Source: an optimization exercise on an open RTL-to-GDS flow (aim: small area). Production flows keep margins and buffers that such runs may drop. The RTL was checked by simulation tests, not by an equivalence proof against the original design. The flow treats the clock pin as an ideal source, which a real chip does not have. Power and IR drop assume default switching activity.

==> flow/design.v <==
module CH3_WT_SEP(
	NUMBER,
	SEP_A, SEP_B
);
input [4:0]NUMBER;	 
output reg [2:0]SEP_A, SEP_B;	 
always @(*)
	case(NUMBER)
		5'd0: begin SEP_A = 3'd0; SEP_B = 3'd0; end
		5'd1: begin SEP_A = 3'd0; SEP_B = 3'd1; end
		5'd2: begin SEP_A = 3'd0; SEP_B = 3'd2; end
		5'd3: begin SEP_A = 3'd0; SEP_B = 3'd3; end
		5'd4: begin SEP_A = 3'd0; SEP_B = 3'd4; end
		5'd5: begin SEP_A = 3'd1; SEP_B = 3'd0; end
		5'd6: begin SEP_A = 3'd1; SEP_B = 3'd1; end
		5'd7: begin SEP_A = 3'd1; SEP_B = 3'd2; end
		5'd8: begin SEP_A = 3'd1; SEP_B = 3'd3; end
		5'd9: begin SEP_A = 3'd1; SEP_B = 3'd4; end
		5'd10: begin SEP_A = 3'd2; SEP_B = 3'd0; end
		5'd11: begin SEP_A = 3'd2; SEP_B = 3'd1; end
		5'd12: begin SEP_A = 3'd2; SEP_B = 3'd2; end
		5'd13: begin SEP_A = 3'd2; SEP_B = 3'd3; end
		5'd14: begin SEP_A = 3'd2; SEP_B = 3'd4; end
		5'd15: begin SEP_A = 3'd3; SEP_B = 3'd0; end
		5'd16: begin SEP_A = 3'd3; SEP_B = 3'd1; end
		5'd17: begin SEP_A = 3'd3; SEP_B = 3'd2; end
		5'd18: begin SEP_A = 3'd3; SEP_B = 3'd3; end
		5'd19: begin SEP_A = 3'd3; SEP_B = 3'd4; end
		5'd20: begin SEP_A = 3'd4; SEP_B = 3'd0; end
		5'd21: begin SEP_A = 3'd4; SEP_B = 3'd1; end
		5'd22: begin SEP_A = 3'd4; SEP_B = 3'd2; end
		5'd23: begin SEP_A = 3'd4; SEP_B = 3'd3; end
		5'd24: begin SEP_A = 3'd4; SEP_B = 3'd4; end
		5'd25: begin SEP_A = 3'd5; SEP_B = 3'd0; end
		5'd26: begin SEP_A = 3'd5; SEP_B = 3'd1; end
		5'd27: begin SEP_A = 3'd5; SEP_B = 3'd2; end
		5'd28: begin SEP_A = 3'd5; SEP_B = 3'd3; end
		5'd29: begin SEP_A = 3'd5; SEP_B = 3'd4; end
		5'd30: begin SEP_A = 3'd6; SEP_B = 3'd0; end
		5'd31: begin SEP_A = 3'd6; SEP_B = 3'd1; end
	endcase
endmodule
module CH3_VFD(
	RESETN, CLK,
	KEY,
	LCD_E, LCD_RS, LCD_RW,
	LCD_DATA,
	PIEZO
);
input RESETN, CLK;
input [7:0]KEY;
output LCD_E, LCD_RS, LCD_RW;
output [7:0] LCD_DATA;
output PIEZO;
reg LCD_RS;
reg [7:0] LCD_DATA;
reg P_CLK;
reg        half;
reg [15:0] ct;
wire ct_end = ~ct[14] & ~ct[13] & ct[11] & ~ct[10] & ct[9] & ~ct[7] & ct[6] & ~ct[5] &
              ct[4] & ct[3] & ct[2] & ct[1] & ct[0];
wire tick = half & ct_end;                  
wire colon = ~half;                         
always @(posedge CLK)
begin
	if(~RESETN | ct_end)
		ct <= 16'd20350;
	else
		ct <= {ct[14:0], ct[15] ^ ct[14] ^ ct[12] ^ ct[3]};
	if(~RESETN)
		half <= 1'b0;
	else if(ct_end)
		half <= ~half;
end
reg [16:0] kt;
wire sample = kt[15] & ~kt[14] & kt[13] & kt[12] & kt[11] & kt[10] & ~kt[9] & kt[8] &
              ~kt[7] & kt[5] & ~kt[4] & ~kt[3] & ~kt[2] & kt[1] & ~kt[0];
always @(posedge CLK)
begin
	if(~RESETN | sample)
		kt <= 17'd13708;
	else
		kt <= {kt[15:0], kt[16] ^ kt[13]};
end
reg [5:0] cs;
reg signal;
wire cs_end = cs[5] & cs[2] & cs[1] & ~cs[0];      
wire sig_rise = cs_end & ~signal;
always @(posedge CLK)
begin
	if(~RESETN | cs_end)
		cs <= 6'd1;
	else
		cs <= {cs[4:0], cs[5] ^ cs[4]};
	if(~RESETN)
		signal <= 1'b0;
	else if(cs_end)
		signal <= ~signal;
end
assign LCD_E = ~signal;
reg [4:0] hr;
reg [5:0] mn, sc;
reg [4:0] hb;            
reg [5:0] mb, sb;
reg [4:0] ah;            
reg [5:0] am, as;
reg [2:0] flag;
reg alarm_set, melody_set;
reg [2:0] cursor;
reg [1:0] asc;           
reg [2:0] off_cnt;
reg [2:0] aset0, aset1, aset2, aset3;    
reg [2:0] p_cnt;
reg [2:0] p_scan;        
reg [2:0] limit;         
reg [7:0] cnt_sound;
wire sc59 = sc[5] & sc[4] & sc[3] & sc[1] & sc[0];
wire mn59 = mn[5] & mn[4] & mn[3] & mn[1] & mn[0];
wire hr23 = hr[4] & hr[2] & hr[1] & hr[0];
reg [4:0] hr_d;
reg [5:0] mn_d, sc_d;
always @(*)
begin
	hr_d = hr; mn_d = mn; sc_d = sc;
	if(~RESETN)
		begin
			hr_d = 5'd0;
			mn_d = 6'd0;
			sc_d = 6'd0;
		end
	else if(flag == 3'b001)
		begin
			hr_d = hb;
			mn_d = mb;
			sc_d = sb;
		end
	else if(tick)
		begin
			sc_d = sc59 ? 6'd0 : sc + 6'd1;
			if(sc59)
				mn_d = mn59 ? 6'd0 : mn + 6'd1;
			if(sc59 & mn59)
				hr_d = hr23 ? 5'd0 : hr + 5'd1;
		end
end
always @(posedge CLK)
begin
	hr <= hr_d;
	mn <= mn_d;
	sc <= sc_d;
end
wire alarm_hit = alarm_set & (hr == ah) & (mn == am) & (sc == as);
wire k80 = (KEY == 8'h80);
wire k40 = (KEY == 8'h40);
wire k20 = (KEY == 8'h20);
wire k10 = (KEY == 8'h10);
wire k08 = (KEY == 8'h08);
wire k04 = (KEY == 8'h04);
wire k02 = (KEY == 8'h02);
wire knote = (KEY[7:4] == 4'h0) & ((KEY[3:0] == 4'h8) | (KEY[3:0] == 4'h4) | (KEY[3:0] == 4'h2) | (KEY[3:0] == 4'h1));
wire [1:0] kidx = {KEY[1] | KEY[0], KEY[2] | KEY[0]};
wire [7:0] p_key = p_scan[2] ? (8'h08 >> p_scan[1:0]) : 8'h00;
wire [5:0] e_val = (cursor[2:1] == 2'd0) ? {1'b0, hb} : (cursor[2:1] == 2'd1) ? mb : sb;
wire [6:0] e_sum = {1'b0, e_val} + (cursor[0] ? 7'd1 : 7'd10);
wire e_over = (cursor[2:1] == 2'd0) ? (e_sum > 7'd23) : (e_sum > 7'd59);
wire [5:0] e_res = e_over ? 6'd0 : e_sum[5:0];
reg [2:0] flag_n;
reg [4:0] hb_n, ah_n;
reg [5:0] mb_n, sb_n, am_n, as_n;
reg alarm_set_n, melody_set_n;
reg [2:0] cursor_n, off_cnt_n;
reg [1:0] asc_n;
reg [2:0] aset0_n, aset1_n, aset2_n, aset3_n;
always @(*)
begin
	flag_n = flag;
	hb_n = hb; mb_n = mb; sb_n = sb;
	ah_n = ah; am_n = am; as_n = as;
	alarm_set_n = alarm_set;
	melody_set_n = melody_set;
	cursor_n = cursor;
	off_cnt_n = off_cnt;
	asc_n = asc;
	aset0_n = aset0; aset1_n = aset1; aset2_n = aset2; aset3_n = aset3;
	if(alarm_hit)
		flag_n = 3'b111;
	if(sample)
		begin
			if(flag_n == 3'b000)
				begin
					if(k80 | k40 | k20)
						flag_n = k80 ? 3'b001 : k40 ? 3'b010 : 3'b011;
					else if(k10)
						begin
							flag_n = 3'b100;
							melody_set_n = 1'b1;
							asc_n = 2'd0;
						end
				end
			if(flag_n == 3'b001 || flag_n == 3'b010)
				begin
					if(k02)
						begin
							if(flag_n == 3'b010)
								begin
									ah_n = hb_n; am_n = mb_n; as_n = sb_n;
									alarm_set_n = 1'b1;
								end
							flag_n = 3'b000;
							cursor_n = 3'd0;
						end
					else if(k04)
						cursor_n = (cursor_n == 3'd5) ? 3'd0 : cursor_n + 3'd1;
					else if(k08)
						case(cursor_n[2:1])
							2'd0: hb_n = e_res[4:0];
							2'd1: mb_n = e_res;
							default: sb_n = e_res;
						endcase
				end
			if(flag_n == 3'b011)
				begin
					if(k02)
						flag_n = 3'b000;
					if(alarm_set_n)
						begin
							hb_n = ah_n; mb_n = am_n; sb_n = as_n;
						end
					else
						flag_n = 3'b010;
				end
			if(flag_n == 3'b100)
				begin
					if(knote)
						begin
							case(asc_n)
								2'd0: aset0_n = {1'b1, kidx};
								2'd1: aset1_n = {1'b1, kidx};
								2'd2: aset2_n = {1'b1, kidx};
								2'd3: aset3_n = {1'b1, kidx};
							endcase
							if(asc_n == 2'd3)
								flag_n = 3'b000;
							asc_n = asc_n + 2'd1;
						end
				end
			if(flag_n == 3'b111)
				begin
					if(off_cnt_n[2])
						begin
							off_cnt_n = 3'd0;
							flag_n = 3'b000;
						end
					if(KEY == p_key)
						off_cnt_n = off_cnt_n + 3'd1;
				end
		end
end
wire follow = ~RESETN | ~((flag_n == 3'b001) | (flag_n == 3'b010) | (flag_n == 3'b011));
always @(posedge CLK)
begin
	if(follow)
		begin
			hb <= hr_d; mb <= mn_d; sb <= sc_d;
		end
	else
		begin
			hb <= hb_n; mb <= mb_n; sb <= sb_n;
		end
	ah <= ah_n; am <= am_n; as <= as_n;
	asc <= asc_n;
	if(~RESETN)
		begin
			flag <= 3'b000;
			alarm_set <= 1'b0;
			melody_set <= 1'b0;
			cursor <= 3'd0;
			off_cnt <= 3'd0;
			aset0 <= 3'd0; aset1 <= 3'd0; aset2 <= 3'd0; aset3 <= 3'd0;
		end
	else
		begin
			flag <= flag_n;
			alarm_set <= alarm_set_n;
			melody_set <= melody_set_n;
			cursor <= cursor_n;
			off_cnt <= off_cnt_n;
			aset0 <= aset0_n; aset1 <= aset1_n; aset2 <= aset2_n; aset3 <= aset3_n;
		end
end
wire ringing = alarm_set & (flag == 3'b111);
wire [3:0] p_next = {1'b0, p_cnt} + {3'b000, tick};
wire [2:0] p_note = melody_set ?
	((p_next[2:1] == 2'd0) ? aset0 : (p_next[2:1] == 2'd1) ? aset1 : (p_next[2:1] == 2'd2) ? aset2 : aset3) :
	{1'b1, p_next[2:1]};
always @(posedge CLK)
begin
	if(~RESETN)
		begin
			p_cnt <= 3'd0;
			p_scan <= 3'd0;
			limit <= 3'd0;
		end
	else if(ringing)
		begin
			p_cnt <= p_next[2:0];
			if(~p_next[3])
				begin
					p_scan <= p_note;
					if(p_note[2])
						limit <= p_note;
				end
		end
	else
		begin
			p_cnt <= 3'd0;
			limit <= 3'd0;
		end
end
wire snd_ge = ~limit[2] |
	((limit[1:0] == 2'd0) ? (cnt_sound >= 8'd190) :
	 (limit[1:0] == 2'd1) ? (cnt_sound >= 8'd169) :
	 (limit[1:0] == 2'd2) ? (cnt_sound >= 8'd151) : (cnt_sound >= 8'd142));
always @(posedge CLK)
begin
	if(~RESETN)
		begin
			P_CLK <= 1'b0;
			cnt_sound <= 8'd0;
		end
	else if(snd_ge)
		begin
			cnt_sound <= 8'd0;
			P_CLK <= ~P_CLK;
		end
	else
		cnt_sound <= cnt_sound + 8'd1;
end
assign PIEZO = P_CLK;
reg [7:0] lc;
wire init = lc[7] | lc[6];
wire [4:0] cnt = lc[4:0];
wire line2 = lc[5];
wire ph_delay = init & (lc < 8'd163);
wire ph_fs = init & (lc >= 8'd163) & (lc < 8'd194);
wire ph_do = init & (lc >= 8'd194) & (lc < 8'd225);
wire line_end = ~init & cnt[4] & cnt[2];     
always @(posedge CLK)
begin
	if(~RESETN)
		lc <= 8'd92;
	else if(sig_rise)
		begin
			if(line_end)
				lc <= {2'b00, ~line2, 5'd0};
			else
				lc <= lc + 8'd1;
		end
end
assign LCD_RW = init & (lc < 8'd164);
wire f_clock = (flag == 3'b000);
wire f_time = (flag == 3'b001);
wire f_edit = (flag == 3'b001) | (flag == 3'b010);
wire f_show = (flag == 3'b011);
wire setmode = f_edit | f_show;
wire f_ring = flag[2];                   
wire [1:0] fsel = cnt[3] ? 2'd2 : (cnt[2] & (cnt[1] | cnt[0])) ? 2'd1 : 2'd0;
wire osel = (cnt == 5'd3) | (cnt == 5'd6) | (cnt == 5'd9);
wire [5:0] d_val = (fsel == 2'd0) ? {1'b0, hb} : (fsel == 2'd1) ? mb : sb;
wire [2:0] d_q, d_r;
CH3_WT_SEP SEP(d_val[5:1], d_q, d_r);
wire [3:0] digit = osel ? {d_r, d_val[0]} : {1'b0, d_q};
wire arrow = f_edit & (cursor == {fsel, osel});
wire [7:0] sp = 8'h20;
reg [7:0] l1, l2;
always @(*)
begin
	case(cnt)
		5'd0: l1 = 8'h80;
		5'd2, 5'd3, 5'd5, 5'd6, 5'd8, 5'd9: l1 = {4'h3, digit};
		5'd4, 5'd7: l1 = colon ? 8'h3A : sp;
		5'd11: l1 = ~setmode ? 8'h43 : f_time ? 8'h54 : 8'h41;
		5'd12: l1 = ~setmode ? 8'h4C : f_time ? 8'h49 : 8'h4C;
		5'd13: l1 = ~setmode ? 8'h4F : f_time ? 8'h4D : 8'h41;
		5'd14: l1 = ~setmode ? 8'h43 : f_time ? 8'h45 : 8'h52;
		5'd15: l1 = ~setmode ? 8'h4B : f_time ? sp : 8'h4D;
		default: l1 = sp;
	endcase
	case(cnt)
		5'd0: l2 = 8'hC0;
		5'd2: l2 = arrow ? 8'h18 : f_ring ? {5'b00110, (flag[0] ? off_cnt : {1'b0, asc})} : f_clock ? 8'h31 : sp;
		5'd3: l2 = arrow ? 8'h18 : f_ring ? 8'h2F : f_clock ? 8'h2C : sp;
		5'd4: l2 = f_ring ? 8'h34 : f_clock ? 8'h32 : sp;
		5'd5: l2 = arrow ? 8'h18 : f_clock ? 8'h2C : sp;
		5'd6: l2 = arrow ? 8'h18 : f_ring ? 8'h53 : f_clock ? 8'h33 : sp;
		5'd7: l2 = f_ring ? 8'h65 : f_clock ? 8'h2C : sp;
		5'd8: l2 = arrow ? 8'h18 : f_ring ? 8'h74 : f_clock ? 8'h34 : sp;
		5'd9: l2 = arrow ? 8'h18 : f_clock ? 8'h3A : sp;
		5'd10: l2 = f_show ? 8'h53 : sp;
		5'd11: l2 = f_show ? 8'h65 : f_clock ? 8'h4D : sp;
		5'd12: l2 = f_edit ? 8'h53 : f_show ? 8'h74 : f_clock ? 8'h45 : sp;
		5'd13: l2 = f_edit ? 8'h45 : f_show ? 8'h74 : f_clock ? 8'h4E : sp;
		5'd14: l2 = f_edit ? 8'h54 : f_show ? 8'h65 : f_clock ? 8'h55 : sp;
		5'd15: l2 = f_show ? 8'h64 : sp;
		default: l2 = sp;
	endcase
end
always @(posedge CLK)
begin
	if(~RESETN)
		begin
			LCD_RS <= 1'b1;
			LCD_DATA <= 8'h00;
		end
	else if(sig_rise)
		begin
			if(init)
				begin
					LCD_RS <= ph_delay;
					LCD_DATA <= ph_delay ? 8'h00 : ph_fs ? 8'h3C : ph_do ? 8'h0C : 8'h06;
				end
			else
				begin
					LCD_RS <= (cnt != 5'd0);
					LCD_DATA <= line2 ? l2 : l1;
				end
		end
end
endmodule
==> flow/flow/run.sh <==
#!/bin/bash
# Own layout flow: the standard flow (standard.sh) with these changes.
# 1. Synthesis maps the logic with an area-oriented ABC script
#    (flow/abc_area.script), and leaves adders to ABC instead of mapping
#    them to half/full adder cells first (ADDER_MAP_FILE empty). Registers,
#    their names and cells are the standard synthesis's; only the
#    combinational mapping differs.
# 2. Clock tree synthesis uses the options in flow/cts_args.txt: small
#    clock buffers and no dummy loads. After it, flow/post_cts.tcl upsizes
#    each clock buffer whose flip-flop clock pins see a slow slew.
# 3. Every input and output port still gets its own buffer, of the cell
#    named in flow/port_buffer.txt.
# Each tool's output goes to a log file in this folder (synth.log,
# layout.log, and ORFS's own logs under orfs/logs).
set -euo pipefail
W=$PWD
rm -rf "$W/scripts_area"
mkdir -p "$W/scripts_area"
cp -r "$FLOW_HOME/scripts/." "$W/scripts_area/"
cp "$W/flow/abc_area.script" "$W/scripts_area/abc_area.script"
bash standard.sh synth ABC_AREA=1 SCRIPTS_DIR="$W/scripts_area" ADDER_MAP_FILE= > "$W/synth.log" 2>&1
CTS_ARGS="$(tr '\n' ' ' < "$W/flow/cts_args.txt")"
PORT_BUF="$(tr -d ' \n' < "$W/flow/port_buffer.txt")"
bash standard.sh finish "CTS_ARGS=$CTS_ARGS" "BUFFER_PORTS_ARGS=-buffer_cell $PORT_BUF" \
  "POST_CTS_TCL=$W/flow/post_cts.tcl" > "$W/layout.log" 2>&1
test -s "$W/out/final.def"
==> flow/flow/abc_area.script <==
strash
&get -n
&deepsyn -T 90
&put
dch -f
amap -m -F 4 -A 10
topo
==> flow/flow/cts_args.txt <==
-sink_clustering_enable -repair_clock_nets -dont_use_dummy_load -buf_list {sky130_fd_sc_hd__clkbuf_4} -root_buf sky130_fd_sc_hd__clkbuf_8
==> flow/flow/port_buffer.txt <==
sky130_fd_sc_hd__buf_1
==> flow/flow/post_cts.tcl <==
estimate_parasitics -placement
set fixed 0
foreach pass {1 2 3} {
  set up {}
  foreach pin [get_pins -hierarchical */CLK] {
    set s [get_property $pin slew_max]
    if {$s eq "" || $s < 0.110} { continue }
    set net [get_nets -of_objects $pin]
    foreach drv [get_pins -of_objects $net -filter "direction==output"] {
      set inst [get_cells -of_objects $drv]
      set m [get_property $inst ref_name]
      if {[string match "sky130_fd_sc_hd__clkbuf_*" $m] && [lsearch $up [get_full_name $inst]] < 0} {
        lappend up [get_full_name $inst]
      }
    }
  }
  if {[llength $up] == 0} { break }
  foreach name $up {
    set inst [get_cells $name]
    set m [get_property $inst ref_name]
    set nm [string map {clkbuf_1 clkbuf_2 clkbuf_2 clkbuf_4 clkbuf_4 clkbuf_8 clkbuf_8 clkbuf_16} $m]
    if {$nm ne $m} { replace_cell $inst [get_lib_cells */$nm]; incr fixed }
  }
  estimate_parasitics -placement
}
puts "post_cts: upsized $fixed clock buffers"
detailed_placement
estimate_parasitics -placement
==> flow/standard.sh <==
#!/bin/bash
# synth_recipe.tcl (not shown) runs the flow's synth.tcl, then flattens the netlist and writes it again
# the make line also repeats each setting of config.mk as NAME=value (left out here)
make -C /OpenROAD-flow-scripts/flow DESIGN_CONFIG=/design/flow/config.mk WORK_HOME=/design/flow/orfs CLKGATE_MAP_FILE= SYNTH_SCRIPT=/design/flow/synth_recipe.tcl "${@:-finish}"
==> flow/config.mk <==
export PLATFORM = sky130hd
export DESIGN_NAME = CH3_VFD
export DESIGN_NICKNAME = CH3_VFD
export VERILOG_FILES = /design/flow/design.v
export SDC_FILE = /design/flow/constraint.sdc
export NUM_CORES = 4
export LEC_CHECK = 0
export ABC_AREA = 1
export CAP_MARGIN = 20
export CORE_MARGIN = 2
export CORE_UTILIZATION = 65
export PLACE_DENSITY = 0.8
export SLEW_MARGIN = 20
==> flow/constraint.sdc <==
create_clock -name core_clock -period 10.0 [get_ports {CLK}]
set_input_delay 2.0000 -clock core_clock [delete_from_list [all_inputs] [get_ports {CLK}]]
set_output_delay 2.0000 -clock core_clock [all_outputs]
set_load 0.01 [all_outputs]
==> flow_summary_export.csv, run 1 <==
group,metric,value,unit
outcome,run_status,"finished clean",
detailed_routing,routed_wl,22600,um
yosys,synthSimpleGateAreaFrac,20.1,%
timing,max_clock_freq,153,MHz
hold_path,hold_class,"reg2reg",
timing,hold_violations,0,
global_routing,antenna_found_initial,0,
clock_network,path_clk_slew,90,ps
die,die_h,110,um
yosys,synth_mux_area_share,0,%
finish,utilization,71.8,%
clock_network,cts.sinks,152,
yosys,synth_nets,944,
yosys,synth_compound_area_share,25.9,%
timing,period_needed,6540,ps
timing,setup_violations,0,
place,place_ws,3180,ps
die,core,0.0109,mm2
timing,fin_worst_skew,38.8,ps
yosys,synthesis.area,0.00737,mm2
worst_setup_path,worstPathArrival,6600,ps
pwr,combPwrFrac,2.9,%
pwr,power_density,122,mW/mm2
timing,setup_tns,0,ps
detailed_routing,antenna_left,0,
global_routing,grt_max_degree,39,
worst_setup_path,worstSetupPathType,"in2reg",
clock_network,cts_tree,"done",
place,io_buffer_count,21,
detailed_routing,avgViaCountPerCell,6.73,
finish,areaGrowthSynthToFinish,6.54,%
finish,multiInputGateArea,0.00340,mm2
yosys,ys_types,43,
timing,rsz0062_at_grt,"false",
detailed_routing,first_pass_iters,6,
global_routing,gr-total-overflow,0,
place,gp_congestion,1.08,
global_routing,grt_use_total,37.1,%
yosys,postSynthCellCount,934,
yosys,synth_seq_area_share,46.2,%
worst_setup_path,end_kind,"flip-flop",
timing,slew_headroom,35.9,%
yosys,synth_top_family_by_area,"compound AO/OA/AOI/OAI gates",
worst_setup_path,cp.required,10060,ps
yosys,synthTopCellsByArea,"dfxtp_1 32%, edfxtp_1 15%, nor2_1 8.5%",
finish,drive_above_1_share,2.66,%
yosys,synthAdderAreaFrac,0,%
place,dp_hpwl,17200,um
pwr,p_sw_share,22.1,%
pwr,p_seq_share,66.6,%
yosys,synth-xor-area-share,0,%
die,die_area,0.0122,mm2
worst_setup_path,start_kind,"input pin",
yosys,ys_ff_latch,152,
timing,finalWorstSetupSlack,3460,ps
die,pin_count,22,
finish,fillerInstances,851,
pwr,clockPowerShare,30.6,%
die,dieWidth,110,um
detailed_routing,vias,7526,
global_routing,grt_pass1_vias,7237,
yosys,synth_top_area_cell,"dfxtp_1",
pwr,ir_drop,0.108,mV
timing,fin_crit_sh,65.4,%
timing,report.final.slew_viol_count,0,
yosys,syn_area_per_cell,7.89,um2
clock_network,insertion_delay,450,ps
yosys,yosysWarnings,2,
finish,nNetsFinal,991,
finish,antenna_cells,0,
pwr,p_int,747,uW
flow_run,cap_violations,0,
detailed_routing,drc_errors,0,
pwr,power_leakage,0.00244,uW
detailed_routing,drt_iter0_markers,962,
worst_setup_path,crit_path_max_fanout,27,
timing,tightest_slew,953,ps
global_routing,grt_pass1_wl,36100,um
die,initial_utilization,67.4,%
detailed_routing,wire_per_inst,20.2,um
die,num_rows,38,
finish,seq_area,0.00340,mm2
pwr,switching_power,212,uW
yosys,synth_top_area_share,31.5,%
## registers in the layout, indices dropped and copies added, names as in the netlist, 5 cells and up
name,cells
hb,5
mn,6
hr,5
LCD_DATA,8
sc,6
ct,16
sb,6
mb,6
cs,6
cnt_sound,8
as,6
ah,5
am,6
lc,8
kt,17
## per-layer routing
metal,GRT usage (%),up-vias,wire length (um)
li1,-,3490,-
met1,43.9,3382,8420
met2,60.7,508,10500
met3,9.00,146,2140
met4,23.5,0,1590
met5,0,-,0
## cell usage after synthesis
cell       number
o22a_1          3
or4_1           3
edfxtp_1       36
nor4_1         10
o21a_1          6
nand3_1        15
nand2_1        56
o32a_1          1
o2111ai_1       5
nand3b_1        2
o41ai_1         1
a211o_1         3
nor2_1        166
nand4_1         8
a2111oi_0       5
o32ai_1         8
a221oi_1        3
a211oi_1       13
and2_0          3
clkinv_1      153
o21ai_0        80
o31ai_1         1
a21boi_0        1
a22oi_1        11
o311ai_0        5
nor2b_1         7
a222oi_1        8
or2_0           7
nor4b_1         1
and3_1          7
o22ai_1        59
o211ai_1       11
a31oi_1        12
nand4b_1        2
o2111a_1        1
or3_1          21
nor3_1         23
a32oi_1         2
a31o_1          1
dfxtp_1       116
a21oi_1        49
o221ai_1        8
a311oi_1        1
## logic make-up after synthesis
logic type	Yosys count
simple gates	331
compound gates	298
buf+inv	153
flops	152
## path summary, 6_finish.rpt
| path | from | end | slack, ps | cells after the start |
|---|---|---|---|---|
| setup / recovery | KEY[4] | mb[0] | 3460 | 14 |
| hold / removal | kt[0] | kt[1] | 400 | 2 |
| setup reg to reg | alarm_set | mb[0] | 4040 | 18 |
| hold reg to reg | kt[0] | kt[1] | 400 | 2 |
## metrics by stage
step	power (uW)	hold slack (ps)	cells	instance area, um2
2_1_floorplan	667	384	934	7370
3_3_place_gp	676	385	1102	7680
3_5_place_dp	679	393	1102	7680
5_1_grt	985	408	1119	7850
6_report	959	396	1119	7850
## layout make-up
class                   instances  area share, %
repair buffers                 28           1.67
inverters                     153           7.32
multi-input cells             629           43.3
clock buffers                  17           2.10
well taps                     140           2.23
flip-flops and latches        152           43.4
## power by group through the flow
stage	clock, uW	combinational, uW	sequential (uW)
final	293	27.6	638
after global routing	315	30.6	639
after detailed placement	0	26.9	652
after global placement	0	24.7	651
after floorplan	0	16.4	651
## cell usage in the layout (no fill, tap or decap), drive strengths merged, types with 8 or more instances in the layout
cell    count
a21oi      49
dfxtp     116
o32ai       8
edfxtp     36
o22ai      59
nand2      56
clkinv    153
a211oi     13
o211ai     11
nor3       23
nor4       10
a31oi      12
nand4       8
nand3      15
clkbuf     17
o221ai      8
buf        28
a22oi      11
or3        21
o21ai      80
nor2      166
a222oi      8
## critical path, cell delays in order
cell	delay, ps
buf_1	100
or4_1	500
o311ai_0	550
nand2_1	180
nor2_1	210
clkinv_1	280
nor2_1	260
clkinv_1	380
a21oi_1	250
nor3_1	70
o21ai_0	190
buf_4	210
clkinv_1	580
nand2_1	830
==> run 2, diff against run 1 <==
--- a/flow/design.v
+++ b/flow/design.v
@@ -54,3 +54,2 @@
 output PIEZO;
-reg LCD_RS;
 reg [7:0] LCD_DATA;
@@ -85,5 +84,5 @@
 reg [5:0] cs;
-reg signal;
+reg e_reg;
 wire cs_end = cs[5] & cs[2] & cs[1] & ~cs[0];      
-wire sig_rise = cs_end & ~signal;
+wire sig_rise = cs_end & e_reg;
 always @(posedge CLK)
@@ -95,7 +94,7 @@
 	if(~RESETN)
-		signal <= 1'b0;
+		e_reg <= 1'b1;
 	else if(cs_end)
-		signal <= ~signal;
+		e_reg <= ~e_reg;
 end
-assign LCD_E = ~signal;
+assign LCD_E = e_reg;
 reg [4:0] hr;
@@ -360,2 +359,3 @@
 assign LCD_RW = init & (lc < 8'd164);
+assign LCD_RS = ~((lc >= 8'd164) | (lc == 8'd1) | (lc == 8'd33) | ((lc == 8'd0) & LCD_DATA[2]));
 wire f_clock = (flag == 3'b000);
@@ -411,3 +411,2 @@
 		begin
-			LCD_RS <= 1'b1;
 			LCD_DATA <= 8'h00;
@@ -418,3 +417,2 @@
 				begin
-					LCD_RS <= ph_delay;
 					LCD_DATA <= ph_delay ? 8'h00 : ph_fs ? 8'h3C : ph_do ? 8'h0C : 8'h06;
@@ -423,3 +421,2 @@
 				begin
-					LCD_RS <= (cnt != 5'd0);
 					LCD_DATA <= line2 ? l2 : l1;
==> flow_summary_export.csv, run 2 <==
group,metric,value,unit
finish,multiInputGateArea,0.00336,mm2
hold_path,hold_class,"reg2reg",
finish,seq_area,0.00338,mm2
yosys,ys_ff_latch,151,
finish,layout_top_registers,"kt x17, ct x16",
place,gp_congestion,0.990,
flow_run,cap_violations,0,
worst_setup_path,worstSetupEndpoint,"hb[1]",
die,initial_utilization,66.7,%
detailed_routing,antenna_left,0,
timing,finalWorstSetupSlack,3440,ps
worst_setup_path,r2r_start,"hr[1]",
yosys,ys_types,51,
global_routing,grt_pass1_vias,6783,
global_routing,gr-total-overflow,0,
worst_setup_path,crit_path_max_fanout,26,
finish,areaGrowthSynthToFinish,6.45,%
yosys,postSynthCellCount,915,
detailed_routing,drc_errors,0,
finish,utilization,71.0,%
pwr,ir_drop,0.109,mV
finish,final_common_cell,"nor2_1",
yosys,yosysMostFrequentCell,"nor2_1",
detailed_routing,avgViaCountPerCell,6.62,
timing,report.final.slew_viol_count,0,
yosys,synth_top_area_cell,"dfxtp_1",
global_routing,grt_use_total,37.1,%
timing,tightest_slew,969,ps
worst_setup_path,worstPathArrival,6610,ps
timing,setup_violations,0,
yosys,synth_top_area_share,31.7,%
die,dieWidth,110,um
place,io_buffer_count,21,
yosys,synth_edf_count,36,
timing,fin_worst_skew,35.5,ps
place,dpl_cell_area,0.00756,mm2
timing,max_clock_freq,152,MHz
worst_setup_path,end_kind,"flip-flop",
finish,stdcell_area,0.00773,mm2
finish,fillerInstances,876,
yosys,synthTopCellsByArea,"dfxtp_1 32%, edfxtp_1 15%, nor2_1 8.3%",
clock_network,insertion_delay,440,ps
detailed_routing,drt_iter0_markers,911,
yosys,synth_seq_area_share,46.6,%
worst_setup_path,reg2reg_depth,20,
timing,rsz0062_at_grt,"false",
finish,top_register,"kt",
finish,largest_reg_flops,17,
pwr,power_density,123,mW/mm2
clock_network,cts.sinks,151,
global_routing,grt_max_degree,42,
worst_setup_path,r2r_slack,3440,ps
timing,slew_headroom,33.7,%
global_routing,antenna_found_initial,0,
die,pin_count,22,
yosys,syn_area_per_cell,7.93,um2
die,die_h,110,um
place,dp_hpwl,16000,um
place,place_ws,3260,ps
die,die_area,0.0120,mm2
finish,final_cell_count_no_fill,1098,
clock_network,cts_tree,"done",
finish,drive_above_1_share,2.51,%
hold_path,holdPathStages,1,
worst_setup_path,cp.required,10050,ps
yosys,synth_nets,925,
pwr,power_leakage,0.00248,uW
worst_setup_path,start_kind,"flip-flop",
yosys,ys.flop_type,"dfxtp_1",
detailed_routing,routed_wl,21100,um
detailed_routing,vias,7266,
finish,antenna_cells,0,
timing,fin_crit_sh,65.6,%
finish,nNetsFinal,970,
worst_setup_path,r2r-end,"hb[1]",
die,core,0.0109,mm2
detailed_routing,first_pass_iters,6,
die,num_rows,38,
yosys,synthesis.area,0.00726,mm2
yosys,synth_common_cells,"160 x nor2_1, 139 x clkinv_1, 115 x dfxtp_1",
worst_setup_path,critPathLaunch,"hr[1]",
finish,final_cell_mix,"160 x nor2_1, 139 x clkinv_1, 115 x dfxtp_1",
detailed_routing,wire_per_inst,19.2,um
yosys,yosysWarnings,2,
outcome,run_status,"finished clean",
yosys,synthArstFlopShare,0,%
timing,period_needed,6560,ps
place,place_inst,1081,
global_routing,grt_pass1_wl,33900,um
timing,hold_violations,0,
timing,setup_tns,0,ps
clock_network,path_clk_slew,110,ps
worst_setup_path,worstSetupPathType,"reg2reg",
-- run 2: cell count changes in the layout (fill, tap and decap cells not counted), sizes merged, moves of 5 or more --
cell | before | now
a211oi | 13 | 7
a21oi | 49 | 43
a221oi | 3 | 17
a222oi | 8 | 13
a22oi | 11 | 4
clkinv | 153 | 139
nand2 | 56 | 88
nor2 | 166 | 160
o22ai | 59 | 40
or2 | 7 | 12
-- run 2: how the worst min path moves through the flow --
| stage | start | endpoint | slack (ps) |
|---|---|---|---|
| finish | ct[7] | ct[8] | 420 |
| global route | cnt_sound[0] | cnt_sound[0] | 450 |
| floorplan | ct[8] | ct[9] | 380 |
| global placement | kt[6] | kt[7] | 390 |
| detailed placement | ct[8] | ct[9] | 400 |
-- run 2: kinds of logic after synthesis --
family	Yosys count	synth area share [%]
AO/OA/AOI/OAI	276	25.0
AND/OR/NAND/NOR	349	21.2
buffers and inverters	139	7.19
flip-flops	151	46.6
-- run 2: final cells by class --
| class | count | share of cell area (%) |
|---|---|---|
| Sequential cell | 151 | 43.8 |
| Timing Repair Buffer | 26 | 1.51 |
| Inverter | 139 | 6.75 |
| Multi-Input combinational cell | 625 | 43.5 |
| Clock buffer | 17 | 2.14 |
| Tap cell | 140 | 2.27 |
-- run 2: critical path, cell delays in order, from the launching register on --
cell       delay (ps)
dfxtp_1           330
clkinv_1          170
nand2_1           110
o21ai_0            80
a221oi_1          210
o2111ai_1         130
or4_1             410
or4_1             410
nor4_1            640
or2_0             270
nor2_1            100
nand2_1           100
nand2_1            80
nor4_2            150
buf_4             320
clkinv_1          320
a21oi_1           300
nor3_1             80
o21ai_0           600
clkinv_1          580
nand2_1           770
-- run 2: per-layer routing --
| metal | GRT usage, % | share of wire (%) | vias up |
|---|---|---|---|
| li1 | - | - | 3407 |
| met1 | 44.4 | 38 | 3292 |
| met2 | 60.2 | 47 | 466 |
| met3 | 11.4 | 10 | 101 |
| met4 | 19.3 | 4.8 | 0 |
| met5 | 0 | 0 | - |
-- run 2: per-stage QoR --
stage / total power [uW] / hold WS, ps
global placement: 672 / 391
detailed placement: 674 / 399
global route: 980 / 448
floorplan: 663 / 384
finish: 949 / 423
-- run 2: power by group --
part / switching (uW) / internal [uW]
sequential: 4.65 / 630
clock: 184 / 104
combinational: 17.7 / 8.71
total: 207 / 743
==> run 3, diff against run 2 <==
--- a/flow/design.v
+++ b/flow/design.v
@@ -295,2 +295,4 @@
 always @(posedge CLK)
+	p_cnt <= ringing ? p_next[2:0] : 3'd0;
+always @(posedge CLK)
 begin
@@ -298,3 +300,2 @@
 		begin
-			p_cnt <= 3'd0;
 			p_scan <= 3'd0;
@@ -304,3 +305,2 @@
 		begin
-			p_cnt <= p_next[2:0];
 			if(~p_next[3])
@@ -313,6 +313,3 @@
 	else
-		begin
-			p_cnt <= 3'd0;
-			limit <= 3'd0;
-		end
+		limit <= 3'd0;
 end
@@ -323,15 +320,9 @@
 always @(posedge CLK)
+	cnt_sound <= snd_ge ? 8'd0 : cnt_sound + 8'd1;
+always @(posedge CLK)
 begin
 	if(~RESETN)
-		begin
-			P_CLK <= 1'b0;
-			cnt_sound <= 8'd0;
-		end
+		P_CLK <= 1'b0;
 	else if(snd_ge)
-		begin
-			cnt_sound <= 8'd0;
-			P_CLK <= ~P_CLK;
-		end
-	else
-		cnt_sound <= cnt_sound + 8'd1;
+		P_CLK <= ~P_CLK;
 end
==> flow/flow/abc_area.script (replaced) <==
strash
&get -n
&deepsyn -T 200
&put
dch -f
amap -m -F 4 -A 10
topo
--- a/flow/config.mk
+++ b/flow/config.mk
@@ -10,4 +10,4 @@
 export CORE_MARGIN = 2
-export CORE_UTILIZATION = 65
-export PLACE_DENSITY = 0.8
+export CORE_UTILIZATION = 75
+export PLACE_DENSITY = 0.88
 export SLEW_MARGIN = 20
==> flow_summary_export.csv, run 3 <==
group,metric,value,unit
finish,nNetsFinal,986,
clock_network,cts.sinks,151,
timing,rsz0062_at_grt,"false",
finish,antenna_cells,0,
die,die_h,103,um
place,dpl_cell_area,0.00764,mm2
timing,fin_worst_skew,39.7,ps
finish,stdcell_area,0.00782,mm2
detailed_routing,wire_per_inst,19.3,um
clock_network,cts_tree,"done",
yosys,syn_area_per_cell,7.90,um2
yosys,yosysMostFrequentCell,"clkinv_1",
global_routing,gr-total-overflow,0,
timing,setup_violations,0,
timing,report.final.slew_viol_count,0,
place,gp_congestion,1.13,
outcome,run_status,"finished clean",
hold_path,hold_class,"reg2reg",
timing,fin_crit_sh,64.8,%
global_routing,grt_pass1_vias,7171,
finish,utilization,81.1,%
detailed_routing,drt_iter0_markers,1000,
clock_network,path_clk_slew,100,ps
yosys,synth_nets,941,
die,num_rows,36,
clock_network,insertion_delay,460,ps
pwr,power_leakage,0.00258,uW
worst_setup_path,worstSetupEndpoint,"hb[3]",
worst_setup_path,crit_path_max_fanout,19,
finish,largest_reg_flops,17,
worst_setup_path,cp.required,10250,ps
place,io_buffer_count,21,
finish,layout_top_registers,"kt x17, ct x16",
detailed_routing,vias,7665,
worst_setup_path,worstSetupPathType,"reg2reg",
detailed_routing,first_pass_iters,9,
worst_setup_path,r2r_slack,3520,ps
timing,tightest_slew,1210,ps
worst_setup_path,worstPathArrival,6730,ps
timing,fin_hold_ws,414,ps
die,core,0.00964,mm2
flow_run,cap_violations,0,
finish,final_common_cell,"clkinv_1",
global_routing,grt_pass1_wl,34000,um
yosys,synthesis.area,0.00735,mm2
die,pin_count,22,
detailed_routing,avgViaCountPerCell,6.92,
worst_setup_path,reg2reg_depth,18,
detailed_routing,drc_errors,0,
worst_setup_path,r2r_start,"sc[1]",
worst_setup_path,start_kind,"flip-flop",
finish,final_cell_mix,"175 x clkinv_1, 153 x nor2_1, 115 x dfxtp_1",
global_routing,grt_max_degree,37,
timing,max_clock_freq,154,MHz
worst_setup_path,critPathLaunch,"sc[1]",
finish,drive_above_1_share,2.46,%
pwr,ir_drop,0.123,mV
timing,slew_headroom,18.9,%
timing,hold_violations,0,
global_routing,grt_use_total,41.5,%
global_routing,antenna_found_initial,0,
yosys,synth_common_cells,"175 x clkinv_1, 153 x nor2_1, 115 x dfxtp_1",
yosys,ys_types,43,
pwr,power_density,124,mW/mm2
die,dieWidth,103,um
timing,period_needed,6480,ps
timing,setup_tns,0,ps
worst_setup_path,r2r-end,"hb[3]",
worst_setup_path,end_kind,"flip-flop",
detailed_routing,antenna_left,0,
detailed_routing,routed_wl,21300,um
yosys,ys.flop_type,"dfxtp_1",
die,die_area,0.0106,mm2
place,dp_hpwl,15700,um
yosys,ys_ff_latch,151,
yosys,synth_top_area_cell,"dfxtp_1",
finish,top_register,"kt",
finish,areaGrowthSynthToFinish,6.31,%
yosys,synth_edf_count,36,
yosys,synthArstFlopShare,0,%
die,initial_utilization,76.3,%
yosys,synthTopCellsByArea,"dfxtp_1 31%, edfxtp_1 15%, clkinv_1 8.9%",
yosys,postSynthCellCount,931,
yosys,yosysWarnings,2,
yosys,synth_top_area_share,31.3,%
yosys,synth_seq_area_share,46.0,%
finish,fillerInstances,684,
==> run 3: cell types whose count changed after synthesis, moves of 7 or more <==
cell / before / now
o22ai_1: 40 / 50
nor3_1: 19 / 26
or2_0: 12 / 5
nor2_1: 160 / 153
clkinv_1: 139 / 175
o221ai_1: 7 / 14
nand2_1: 88 / 60
==> run 3: kinds of logic (layout without fill, tap and decap cells) <==
family	Yosys count	in the layout	synth area share [%]
flip-flops	151	151	46.0
AO/OA/AOI/OAI	282	282	25.3
AND/OR/NAND/NOR	323	323	19.7
buffers and inverters	175	218	8.94
==> run 3: layout make-up <==
cell class / count / area, um2 / share of cell area [%]
Timing Repair Buffer: 26 / 116 / 1.49
Clock buffer: 17 / 171 / 2.19
Sequential cell: 151 / 3380 / 43.3
Inverter: 175 / 657 / 8.41
Tap cell: 133 / 166 / 2.13
Multi-Input combinational cell: 605 / 3320 / 42.5
==> run 3: metrics by stage <==
step	power (uW)	std cells	worst slack, ps
2_1_floorplan	667	931	3170
3_3_place_gp	677	1090	3870
3_5_place_dp	680	1090	3540
5_1_grt	991	1107	3150
6_report	970	1107	3520
==> run 3: worst max-delay path: stages, from the launching register on <==
cell	delay [ps]
dfxtp_1	360
clkinv_1	120
a222oi_1	350
clkinv_1	120
a2111oi_0	360
o2111ai_1	270
nor4_1	960
nor2_1	220
o41ai_1	210
o21ai_0	290
nor4_1	460
nor2_1	150
nand3_1	120
a21oi_1	50
o21ai_0	430
clkinv_1	560
nand2_1	520
clkinv_1	350
a221oi_1	360
==> run 3: where the power goes <==
part           total, uW  switching (uW)  internal (uW)
Clock                303             195            109
Sequential           635            4.94            630
Combinational       32.3            22.1           10.2
==> run 3: worst min path at each step <==
stage | from | to | slack [ps] | depth (start not counted)
after floorplan | ct[8] | ct[9] | 380 | 1
after global placement | kt[6] | kt[7] | 390 | 1
after detailed placement | kt[6] | kt[7] | 420 | 1
after global routing | kt[16] | kt[0] | 440 | 1
final | kt[16] | kt[0] | 410 | 1
==> run 3: routing by layer <==
| metal | wire, um | track usage, % | vias to the layer above | share of wire [%] |
|---|---|---|---|---|
| li1 | - | - | 3458 | - |
| met1 | 7850 | 50.8 | 3460 | 37 |
| met2 | 9820 | 67.3 | 611 | 46 |
| met3 | 2590 | 11.2 | 136 | 12 |
| met4 | 1070 | 21.9 | 0 | 5.0 |
| met5 | 0 | 0 | - | 0 |
==> run 4, diff against run 3 <==
--- a/flow/flow/run.sh
+++ b/flow/flow/run.sh
@@ -4,4 +4,6 @@
 #    (flow/abc_area.script), and leaves adders to ABC instead of mapping
-#    them to half/full adder cells first (ADDER_MAP_FILE empty). Registers,
-#    their names and cells are the standard synthesis's; only the
+#    them to half/full adder cells first (ADDER_MAP_FILE empty). It runs
+#    four times in parallel with different ABC random seeds, and the flow
+#    goes on with the netlist of smallest cell area. Registers, their names
+#    and cells are the standard synthesis's in every run; only the
 #    combinational mapping differs.
@@ -12,3 +14,3 @@
 #    named in flow/port_buffer.txt.
-# Each tool's output goes to a log file in this folder (synth.log,
+# Each tool's output goes to a log file in this folder (synth_N.log,
 # layout.log, and ORFS's own logs under orfs/logs).
@@ -16,7 +18,28 @@
 W=$PWD
-rm -rf "$W/scripts_area"
-mkdir -p "$W/scripts_area"
-cp -r "$FLOW_HOME/scripts/." "$W/scripts_area/"
-cp "$W/flow/abc_area.script" "$W/scripts_area/abc_area.script"
-bash standard.sh synth ABC_AREA=1 SCRIPTS_DIR="$W/scripts_area" ADDER_MAP_FILE= > "$W/synth.log" 2>&1
+SEEDS="1 2 3 4"
+for s in $SEEDS; do
+  rm -rf "$W/scripts_s$s" "$W/orfs_s$s"
+  mkdir -p "$W/scripts_s$s"
+  cp -r "$FLOW_HOME/scripts/." "$W/scripts_s$s/"
+  sed "s/@SEED@/$s/" "$W/flow/abc_area.script" > "$W/scripts_s$s/abc_area.script"
+  sed "s#WORK_HOME=\([^ ]*\)/orfs #WORK_HOME=\1/orfs_s$s #" standard.sh > "$W/standard_s$s.sh"
+  grep -q "orfs_s$s " "$W/standard_s$s.sh"
+  bash "$W/standard_s$s.sh" synth ABC_AREA=1 SCRIPTS_DIR="$W/scripts_s$s" ADDER_MAP_FILE= \
+    > "$W/synth_$s.log" 2>&1 &
+done
+wait
+best=""; best_area=""
+for s in $SEEDS; do
+  stat="$W/orfs_s$s/reports/$FLOW_PLATFORM/CH3_VFD/base/synth_stat.txt"
+  [[ -s "$stat" && -s "$W/orfs_s$s/results/$FLOW_PLATFORM/CH3_VFD/base/1_synth.odb" ]] || continue
+  a=$(grep -m1 "Chip area" "$stat" | awk '{print $NF}')
+  echo "seed $s: $a" >> "$W/synth_choice.log"
+  if [[ -z "$best" ]] || awk -v a="$a" -v b="$best_area" 'BEGIN{exit !(a < b)}'; then
+    best=$s; best_area=$a
+  fi
+done
+test -n "$best"
+echo "chosen seed $best: $best_area" >> "$W/synth_choice.log"
+rm -rf "$W/orfs"
+mv "$W/orfs_s$best" "$W/orfs"
 CTS_ARGS="$(tr '\n' ' ' < "$W/flow/cts_args.txt")"
==> flow/flow/abc_area.script (replaced) <==
strash
&get -n
&deepsyn -T 120 -S @SEED@
&put
dch -f
amap -m -F 4 -A 10
topo
--- a/flow/config.mk
+++ b/flow/config.mk
@@ -10,4 +10,4 @@
 export CORE_MARGIN = 2
-export CORE_UTILIZATION = 75
-export PLACE_DENSITY = 0.88
+export CORE_UTILIZATION = 65
+export PLACE_DENSITY = 0.8
 export SLEW_MARGIN = 20
==> flow_summary_export.csv, run 4 <==
group,metric,value,unit
worst_setup_path,worstSetupPathType,"in2reg",
global_routing,antenna_found_initial,0,
finish,layout_top_registers,"kt x17, ct x16",
global_routing,grt_max_degree,39,
finish,top_register,"kt",
yosys,yosysWarnings,2,
finish,antenna_cells,0,
yosys,synthTopCellsByArea,"dfxtp_1 32%, edfxtp_1 15%, clkinv_1 8.3%",
detailed_routing,routed_wl,20900,um
yosys,synth_top_area_cell,"dfxtp_1",
yosys,synth_edf_count,36,
timing,tightest_slew,1040,ps
finish,final_cell_count_no_fill,1095,
yosys,synth_mux_area_share,0,%
global_routing,grt_use_total,37.1,%
timing,fin_hold_ws,412,ps
detailed_routing,drc_errors,0,
detailed_routing,avgViaCountPerCell,6.59,
clock_network,cts.sinks,151,
yosys,synth_nets,922,
detailed_routing,vias,7216,
global_routing,grt_pass1_wl,34000,um
yosys,synth_top_area_share,31.8,%
detailed_routing,antenna_left,0,
worst_setup_path,crit_path_max_fanout,20,
yosys,ys.flop_type,"dfxtp_1",
yosys,synth_seq_area_share,46.7,%
finish,stdcell_area,0.00771,mm2
flow_run,cap_violations,0,
place,dpl_cell_area,0.00755,mm2
die,core,0.0108,mm2
hold_path,hold_class,"reg2reg",
yosys,syn_area_per_cell,7.95,um2
finish,areaGrowthSynthToFinish,6.37,%
yosys,synth_compound_area_share,26.3,%
worst_setup_path,worstPathArrival,6640,ps
finish,nNetsFinal,967,
timing,rsz0062_at_grt,"false",
timing,hold_violations,0,
yosys,synth_top_family_by_area,"compound AO/OA/AOI/OAI gates",
hold_path,holdPathStages,1,
finish,final_common_cell,"clkinv_1",
die,initial_utilization,66.9,%
worst_setup_path,max_stage_delay,750,ps
yosys,synth-xor-area-share,0,%
timing,setup_violations,0,
yosys,ys_ff_latch,151,
die,die_h,110,um
die,num_rows,38,
pwr,power_density,123,mW/mm2
timing,period_needed,6580,ps
clock_network,path_clk_slew,80,ps
timing,report.final.slew_viol_count,0,
worst_setup_path,crit_chain,"buf_1 > nor2_1 > nand2_1 > clkinv_1 > nand2_1 > nor3_1 > o211ai_1 > o21ai_0 > clkinv_1 > nor2_1 > nand3_1 > clkinv_1 > nand2_1 > nand2_1 > o22ai_1 > o21ai_1 > buf_4 > clkinv_1 > nand2_1",
outcome,run_status,"finished clean",
place,io_buffer_count,21,
clock_network,cts_tree,"done",
detailed_routing,first_pass_iters,6,
worst_setup_path,end_kind,"flip-flop",
detailed_routing,drt_iter0_markers,1027,
yosys,synthesis.area,0.00725,mm2
yosys,synthSimpleGateAreaFrac,18.7,%
pwr,total_power,950,uW
finish,fillerInstances,871,
yosys,synthAdderAreaFrac,0,%
global_routing,grt_pass1_vias,6782,
worst_setup_path,start_kind,"input pin",
finish,drive_above_1_share,2.41,%
yosys,synthArstFlopShare,0,%
die,dieWidth,110,um
worst_setup_path,crit_top_cell,"nand2_1",
worst_setup_path,r2r_slack,3890,ps
place,place_inst,1078,
worst_setup_path,cp.required,10060,ps
yosys,ys_types,48,
finish,largest_reg_flops,17,
timing,max_clock_freq,152,MHz
clock_network,insertion_delay,450,ps
finish,final_cell_mix,"161 x clkinv_1, 150 x nor2_1, 115 x dfxtp_1",
timing,setup_tns,0,ps
timing,slew_headroom,30.0,%
timing,fin_worst_skew,37.6,ps
die,die_area,0.0120,mm2
global_routing,gr-total-overflow,0,
worst_setup_path,slowest_stage,"nand2_1",
yosys,synth_common_cells,"161 x clkinv_1, 150 x nor2_1, 115 x dfxtp_1",
pwr,power_leakage,0.00259,uW
yosys,postSynthCellCount,912,
timing,fin_crit_sh,65.8,%
yosys,yosysMostFrequentCell,"clkinv_1",
detailed_routing,wire_per_inst,19.1,um
worst_setup_path,reg2reg_depth,18,
place,dp_hpwl,15700,um
pwr,ir_drop,0.139,mV
place,gp_congestion,1.03,
die,pin_count,22,
[run 4: cell types whose count changed in the layout (fill, tap and decap cells not counted), moves of 4 or more]
cell,before,now
a221oi_1,19,3
a31oi_1,14,8
clkinv_1,175,161
nor3_1,24,15
o211ai_1,5,15
o21a_1,4,8
o21ai_0,76,95
o41ai_1,5,1
[run 4: worst paths after layout]
check	startpoint	end
hold / removal	kt[6]	kt[7]
setup / recovery	KEY[0]	hb[4]
hold reg to reg	kt[6]	kt[7]
setup reg to reg	hr[0]	hb[4]
[run 4: layout make-up]
type | count | area (um2) | share of cell area (%)
well taps | 140 | 175 | 2.27
flip-flops and latches | 151 | 3380 | 43.9
inverters | 161 | 604 | 7.84
clock buffers | 17 | 165 | 2.14
repair buffers | 26 | 116 | 1.51
multi-input cells | 600 | 3270 | 42.4
[run 4: logic make-up (layout without fill, tap and decap cells)]
family | Yosys count | count (layout)
simple gates | 306 | 306
compound gates | 294 | 294
buf+inv | 161 | 204
flops | 151 | 151
[run 4: layer usage]
layer / routed length (um) / up-vias / track usage [%]
met4: 805 / 0 / 16.1
met3: 2400 / 69 / 10.3
met5: 0 / - / 0
met1: 8440 / 3297 / 49.6
li1: - / 3385 / -
met2: 9230 / 465 / 56.6
[run 4: through the flow]
step	worst slack [ps]	util, %
3_3_place_gp	3370	69.6
6_report	3420	71.1
5_1_grt	2900	71.1
3_5_place_dp	3160	69.6
2_1_floorplan	3170	-
[run 4: report_power, final]
group	switching [uW]	leakage (uW)	internal, uW
registers	4.39	0.00132	629
clock network	186	0.0000937	104
logic	17.4	0.00118	8.26
total	207	0.00259	742
[run 4: worst max-delay path: cells and delay by family]
family / cells / cell delay (ps)
AOI/OAI and AO/OA: 4 / 720
buffers and inverters: 6 / 1480
and+or+nand+nor: 9 / 2410
==> run 5, diff against run 4 <==
--- a/flow/design.v
+++ b/flow/design.v
@@ -295,4 +295,2 @@
 always @(posedge CLK)
-	p_cnt <= ringing ? p_next[2:0] : 3'd0;
-always @(posedge CLK)
 begin
@@ -300,2 +298,3 @@
 		begin
+			p_cnt <= 3'd0;
 			p_scan <= 3'd0;
@@ -305,2 +304,3 @@
 		begin
+			p_cnt <= p_next[2:0];
 			if(~p_next[3])
@@ -313,3 +313,6 @@
 	else
-		limit <= 3'd0;
+		begin
+			p_cnt <= 3'd0;
+			limit <= 3'd0;
+		end
 end
@@ -320,9 +323,15 @@
 always @(posedge CLK)
-	cnt_sound <= snd_ge ? 8'd0 : cnt_sound + 8'd1;
-always @(posedge CLK)
 begin
 	if(~RESETN)
-		P_CLK <= 1'b0;
+		begin
+			P_CLK <= 1'b0;
+			cnt_sound <= 8'd0;
+		end
 	else if(snd_ge)
-		P_CLK <= ~P_CLK;
+		begin
+			cnt_sound <= 8'd0;
+			P_CLK <= ~P_CLK;
+		end
+	else
+		cnt_sound <= cnt_sound + 8'd1;
 end
==> flow_summary_export.csv, run 5 <==
group,metric,value,unit
global_routing,grt_use_total,36.7,%
die,core,0.0108,mm2
place,dp_hpwl,15600,um
worst_setup_path,reg2reg_depth,18,
die,die_area,0.0119,mm2
pwr,power_leakage,0.00249,uW
finish,layout_top_registers,"kt x17, ct x16",
detailed_routing,wire_per_inst,19.6,um
finish,antenna_cells,0,
detailed_routing,vias,7167,
worst_setup_path,r2r_start,"hr[4]",
timing,fin_hold_ws,415,ps
detailed_routing,drc_errors,0,
timing,slew_headroom,32.1,%
worst_setup_path,slowest_stage,"o21ai_2",
finish,final_cell_mix,"169 x nor2_1, 141 x clkinv_1, 115 x dfxtp_1",
worst_setup_path,worstPathArrival,6380,ps
global_routing,gr-total-overflow,0,
detailed_routing,routed_wl,20900,um
place,io_buffer_count,21,
finish,nNetsFinal,939,
yosys,synthSimpleGateAreaFrac,20.4,%
die,dieWidth,109,um
finish,final_common_cell,"nor2_1",
yosys,synthAdderAreaFrac,0,%
pwr,power_density,124,mW/mm2
yosys,ys.flop_type,"dfxtp_1",
worst_setup_path,end_kind,"flip-flop",
detailed_routing,antenna_left,0,
timing,setup_violations,0,
outcome,run_status,"finished clean",
worst_setup_path,worstSetupPathType,"reg2reg",
finish,top_register,"kt",
die,pin_count,22,
yosys,synth_edf_count,36,
finish,utilization,71.0,%
clock_network,insertion_delay,450,ps
yosys,ys_ff_latch,151,
timing,report.final.slew_viol_count,0,
hold_path,holdCritStartpoint,"ct[8]",
timing,finalWorstSetupSlack,3820,ps
yosys,postSynthCellCount,883,
clock_network,path_clk_slew,110,ps
pwr,ir_drop,0.140,mV
yosys,synth_top_area_cell,"dfxtp_1",
worst_setup_path,r2r_slack,3820,ps
timing,rsz0062_at_grt,"false",
detailed_routing,avgViaCountPerCell,6.72,
global_routing,grt_pass1_vias,6777,
timing,fin_worst_skew,32.1,ps
hold_path,whs_endpoint,"ct[9]",
timing,hold_violations,0,
detailed_routing,drt_iter0_markers,946,
timing,period_needed,6180,ps
yosys,synth_nets,893,
die,initial_utilization,66.5,%
timing,setup_tns,0,ps
global_routing,grt_max_degree,41,
timing,max_clock_freq,162,MHz
yosys,yosysMostFrequentCell,"nor2_1",
yosys,synth_common_cells,"169 x nor2_1, 141 x clkinv_1, 115 x dfxtp_1",
yosys,synthArstFlopShare,0,%
yosys,synthTopCellsByArea,"dfxtp_1 32%, edfxtp_1 15%, nor2_1 8.8%",
hold_path,hold_class,"reg2reg",
die,die_h,109,um
worst_setup_path,max_stage_delay,610,ps
yosys,syn_area_per_cell,8.13,um2
clock_network,cts.sinks,151,
worst_setup_path,crit_chain,"clkinv_1 > a22o_1 > a221o_1 > or4_1 > or4_1 > nor4_1 > or2_0 > nor2_1 > or2_0 > nor4b_1 > or2_0 > nor3_1 > o21ai_2 > clkinv_1 > nand3_1 > clkinv_1 > a222oi_1 > o21ai_0",
timing,fin_crit_sh,61.8,%
clock_network,cts_tree,"done",
place,place_ws,3590,ps
finish,final_cell_count_no_fill,1067,
place,gp_congestion,1.04,
finish,areaGrowthSynthToFinish,6.67,%
worst_setup_path,cp.required,10200,ps
yosys,synth_top_area_share,32.1,%
yosys,synth_seq_area_share,47.1,%
die,num_rows,38,
yosys,ys_types,46,
yosys,synth_top_family_by_area,"compound AO/OA/AOI/OAI gates",
detailed_routing,first_pass_iters,8,
place,place_inst,1050,
hold_path,holdPathStages,1,
yosys,yosysWarnings,2,
worst_setup_path,start_kind,"flip-flop",
global_routing,antenna_found_initial,0,
yosys,synth_mux_area_share,0,%
yosys,synthesis.area,0.00718,mm2
yosys,synth_compound_area_share,25.2,%
global_routing,grt_pass1_wl,33200,um
timing,tightest_slew,1010,ps
flow_run,cap_violations,0,
finish,fillerInstances,877,
worst_setup_path,r2r-end,"hb[3]",
worst_setup_path,crit_path_max_fanout,17,
yosys,synth-xor-area-share,0,%
finish,drive_above_1_share,2.80,%
finish,largest_reg_flops,17,
[run 5: changes by cell type in the layout (fill, tap and decap cells not counted), sizes merged, moves of 7 or more]
cell    previous run  this run
o21ai             97        67
o22ai             50        22
clkinv           161       141
nor2             150       169
nand2             63        52
a222oi            16        23
o211ai            15         8
or2                5        12
[run 5: metal layers]
layer  vias to the layer above  wire length [um]  GRT usage (%)
met3                       126              2040           9.26
met5                         -                 0              0
met4                         0              1420           26.1
met2                       441              9550           58.9
met1                      3293              7860           42.6
li1                       3307                 -              -
[run 5: worst max-delay path by stage]
| stage | startpoint | end | cells after the start |
|---|---|---|---|
| 3_5_place_dp | hr[4] | mb[0] | 18 |
| 5_1_grt | hr[4] | mb[0] | 18 |
| 2_1_floorplan | kt[3] | mb[0] | 14 |
| 6_report | hr[4] | hb[3] | 18 |
| 3_3_place_gp | hr[4] | mb[0] | 18 |
[run 5: power by group]
group,switching [uW],internal [uW],total [uW]
Sequential,4.09,630,634
Combinational,18.0,8.73,26.8
Clock,188,104,292
[run 5: through the flow]
stage                     cell area (um2)  total power, uW
after detailed placement             7490              674
after floorplan                      7180              663
after global placement               7490              672
after global routing                 7660              975
final                                7660              952
[run 5: cell families (layout without fill, tap and decap cells)]
logic type	count (synthesis)	after routing
AO/OA/AOI/OAI	264	264
AND/OR/NAND/NOR	327	327
buffers and inverters	141	185
flip-flops	151	151
[run 5: worst max-delay path, delay by kind of cell, from the launching register on]
family                 cells  cell delay (ps)
buffers and inverters      3              670
AOI/OAI and AO/OA          5             1650
and+or+nand+nor           10             3240
DFF                        1              380
[run 5: layout make-up]
| type | count | area, um2 | area share (%) |
|---|---|---|---|
| flip-flops and latches | 151 | 3380 | 44.2 |
| well taps | 140 | 175 | 2.29 |
| multi-input cells | 591 | 3280 | 42.9 |
| repair buffers | 27 | 124 | 1.62 |
| clock buffers | 17 | 165 | 2.16 |
| inverters | 141 | 529 | 6.91 |
==> run 6, diff against run 5 <==
--- a/flow/flow/run.sh
+++ b/flow/flow/run.sh
@@ -5,4 +5,4 @@
 #    them to half/full adder cells first (ADDER_MAP_FILE empty). It runs
-#    four times in parallel with different ABC random seeds, and the flow
-#    goes on with the netlist of smallest cell area. Registers, their names
+#    eight times (two rounds of four in parallel) with different ABC random
+#    seeds, and the flow goes on with the netlist of smallest cell area. Registers, their names
 #    and cells are the standard synthesis's in every run; only the
@@ -18,4 +18,5 @@
 W=$PWD
-SEEDS="1 2 3 4"
-for s in $SEEDS; do
+SEEDS="1 2 3 4 5 6 7 8"
+synth_seed() {
+  local s=$1
   rm -rf "$W/scripts_s$s" "$W/orfs_s$s"
@@ -27,5 +28,8 @@
   bash "$W/standard_s$s.sh" synth ABC_AREA=1 SCRIPTS_DIR="$W/scripts_s$s" ADDER_MAP_FILE= \
-    > "$W/synth_$s.log" 2>&1 &
+    > "$W/synth_$s.log" 2>&1
+}
+for round in "1 2 3 4" "5 6 7 8"; do
+  for s in $round; do synth_seed $s & done
+  wait
 done
-wait
 best=""; best_area=""
==> flow_summary_export.csv, run 6 <==
group,metric,value,unit
yosys,syn_area_per_cell,8.13,um2
yosys,synth_nets,893,
yosys,synthesis.area,0.00718,mm2
yosys,synth_top_area_share,32.1,%
clock_network,path_clk_slew,110,ps
yosys,synth_edf_count,36,
worst_setup_path,crit_path_max_fanout,17,
place,place_inst,1050,
clock_network,cts.sinks,151,
pwr,power_leakage,0.00249,uW
detailed_routing,avgViaCountPerCell,6.72,
detailed_routing,drc_errors,0,
yosys,ys.flop_type,"dfxtp_1",
timing,period_needed,6180,ps
pwr,power_density,124,mW/mm2
finish,fillerInstances,877,
finish,antenna_cells,0,
die,die_area,0.0119,mm2
finish,final_cell_count_no_fill,1067,
finish,stdcell_area,0.00766,mm2
finish,final_cell_mix,"169 x nor2_1, 141 x clkinv_1, 115 x dfxtp_1",
finish,top_register,"kt",
worst_setup_path,end_kind,"flip-flop",
detailed_routing,drt_iter0_markers,946,
die,num_rows,38,
worst_setup_path,max_stage_delay,610,ps
timing,setup_tns,0,ps
place,gp_congestion,1.04,
place,io_buffer_count,21,
worst_setup_path,slowest_stage,"o21ai_2",
detailed_routing,vias,7167,
global_routing,grt_use_total,36.7,%
timing,report.final.slew_viol_count,0,
clock_network,insertion_delay,450,ps
timing,rsz0062_at_grt,"false",
worst_setup_path,worstPathArrival,6380,ps
timing,slew_headroom,32.1,%
place,dpl_cell_area,0.00749,mm2
finish,areaGrowthSynthToFinish,6.67,%
yosys,synthTopCellsByArea,"dfxtp_1 32%, edfxtp_1 15%, nor2_1 8.8%",
global_routing,antenna_found_initial,0,
finish,final_common_cell,"nor2_1",
worst_setup_path,start_kind,"flip-flop",
yosys,synth_top_area_cell,"dfxtp_1",
die,core,0.0108,mm2
place,dp_hpwl,15600,um
yosys,synth_common_cells,"169 x nor2_1, 141 x clkinv_1, 115 x dfxtp_1",
global_routing,grt_max_degree,41,
die,initial_utilization,66.5,%
flow_run,cap_violations,0,
die,pin_count,22,
pwr,ir_drop,0.140,mV
detailed_routing,antenna_left,0,
global_routing,grt_pass1_vias,6777,
finish,drive_above_1_share,2.80,%
global_routing,grt_pass1_wl,33200,um
worst_setup_path,cp.required,10200,ps
global_routing,gr-total-overflow,0,
worst_setup_path,crit_buf_inv,3,
detailed_routing,first_pass_iters,8,
yosys,ys_types,46,
finish,largest_reg_flops,17,
die,dieWidth,109,um
worst_setup_path,worstSetupPathType,"reg2reg",
outcome,run_status,"finished clean",
finish,layout_top_registers,"kt x17, ct x16",
yosys,synthArstFlopShare,0,%
hold_path,hold_class,"reg2reg",
finish,nNetsFinal,939,
timing,max_clock_freq,162,MHz
yosys,postSynthCellCount,883,
worst_setup_path,crit_chain,"clkinv_1 > a22o_1 > a221o_1 > or4_1 > or4_1 > nor4_1 > or2_0 > nor2_1 > or2_0 > nor4b_1 > or2_0 > nor3_1 > o21ai_2 > clkinv_1 > nand3_1 > clkinv_1 > a222oi_1 > o21ai_0",
timing,hold_violations,0,
clock_network,cts_tree,"done",
yosys,synth_seq_area_share,47.1,%
yosys,yosysMostFrequentCell,"nor2_1",
timing,tightest_slew,1010,ps
yosys,ys_ff_latch,151,
timing,setup_violations,0,
detailed_routing,wire_per_inst,19.6,um
worst_setup_path,cp_top_family,"simple AND/OR/NAND/NOR gates",
timing,fin_crit_sh,61.8,%
detailed_routing,routed_wl,20900,um
die,die_h,109,um
timing,fin_worst_skew,32.1,ps
yosys,yosysWarnings,2,
[run 6: cell counts after synthesis]
Identical to the previous run, type by type.
[run 6: worst reg2reg max path: stages, from the launching register on]
cell and delay [ps]:
dfxtp_1 380, clkinv_1 110, a22o_1 240, a221o_1 250
or4_1 490, or4_1 430, nor4_1 490, or2_0 330
nor2_1 110, or2_0 300, nor4b_1 500, or2_0 280
nor3_1 120, o21ai_2 610, clkinv_1 420, nand3_1 190
clkinv_1 140, a222oi_1 400, o21ai_0 150
[run 6: area by class of cell]
type	count	area (um2)	area share, %
timing repair buffer	27	124	1.62
sequential	151	3380	44.2
clock buffer	17	165	2.16
tap	140	175	2.29
inverter	141	529	6.91
multi-input combinational	591	3280	42.9
[run 6: path summary, 6_finish.rpt]
check             slack, ps  startpoint  depth (start not counted)    end
setup reg to reg       3820       hr[4]                         18  hb[3]
hold reg to reg         410       ct[8]                          1  ct[9]
hold / removal          410       ct[8]                          1  ct[9]
setup / recovery       3820       hr[4]                         18  hb[3]
[run 6: through the flow]
stage | hold slack [ps] | worst slack, ps | total power, uW | util [%]
2_1_floorplan | 384 | 3480 | 663 | -
3_3_place_gp | 391 | 3870 | 672 | 69.4
3_5_place_dp | 394 | 3590 | 674 | 69.4
5_1_grt | 428 | 3510 | 975 | 71.0
6_report | 415 | 3820 | 952 | 71.0
[run 6: where the power goes]
| part | switching (uW) | internal, uW | leakage [uW] |
|---|---|---|---|
| sequential | 4.09 | 630 | 0.00132 |
| combinational | 18.0 | 8.73 | 0.00108 |
| clock | 188 | 104 | 0.0000937 |
| total | 210 | 743 | 0.00249 |
[run 6: kinds of logic after synthesis]
kind of cell	count (synthesis)	synth area share [%]
flops	151	47.1
buf+inv	141	7.37
simple gates	327	20.4
compound gates	264	25.2
[run 6: layer usage]
layer	track usage [%]	share of wire, %
met1	42.6	38
met4	26.1	6.8
met5	0	0
met3	9.26	9.8
met2	58.9	46

## static timing again, ports no longer ideal
No port has a modelled driver above. Below, the same layouts with a new extraction and two added sets of constraints.
Step 1, drivers: a clkbuf_16 drives CLK and a buf_2 each remaining input, both assumed.
Step 2, shift: input delay + t, output delay - t, t = (earliest + latest rising clock arrival at the registers) / 2. This alone moves slack from input paths to output paths.
Slacks: no drivers / after step 1 / after step 2; pairs: no drivers / after step 1.
| run | t, ns | setup WS [ns] | worst setup path after step 2 | worst data-port slew with drivers (ns) | cell pins on the clock port's net |
|---|---|---|---|---|---|
| run 1 | 0.468 | 3.458 / 3.461 / 2.993 | input to register | 0.04 | 1 |
| run 2 | 0.458 | 3.441 / 3.441 / 3.102 | input to register | 0.06 | 1 |
| run 3 | 0.475 | 3.519 / 3.519 / 3.324 | input to register | 0.03 | 1 |
| run 4 | 0.474 | 3.417 / 3.432 / 2.958 | input to register | 0.03 | 1 |
| run 5 | 0.473 | 3.819 / 3.819 / 3.819 | register to register | 0.05 | 1 |
| run 6 | 0.473 | 3.819 / 3.819 / 3.819 | register to register | 0.05 | 1 |
After both steps every run listed still meets setup and hold. The setup slack of run 1, which loses most, moves by +0.003 ns with the drivers and by -0.465 ns with both steps.
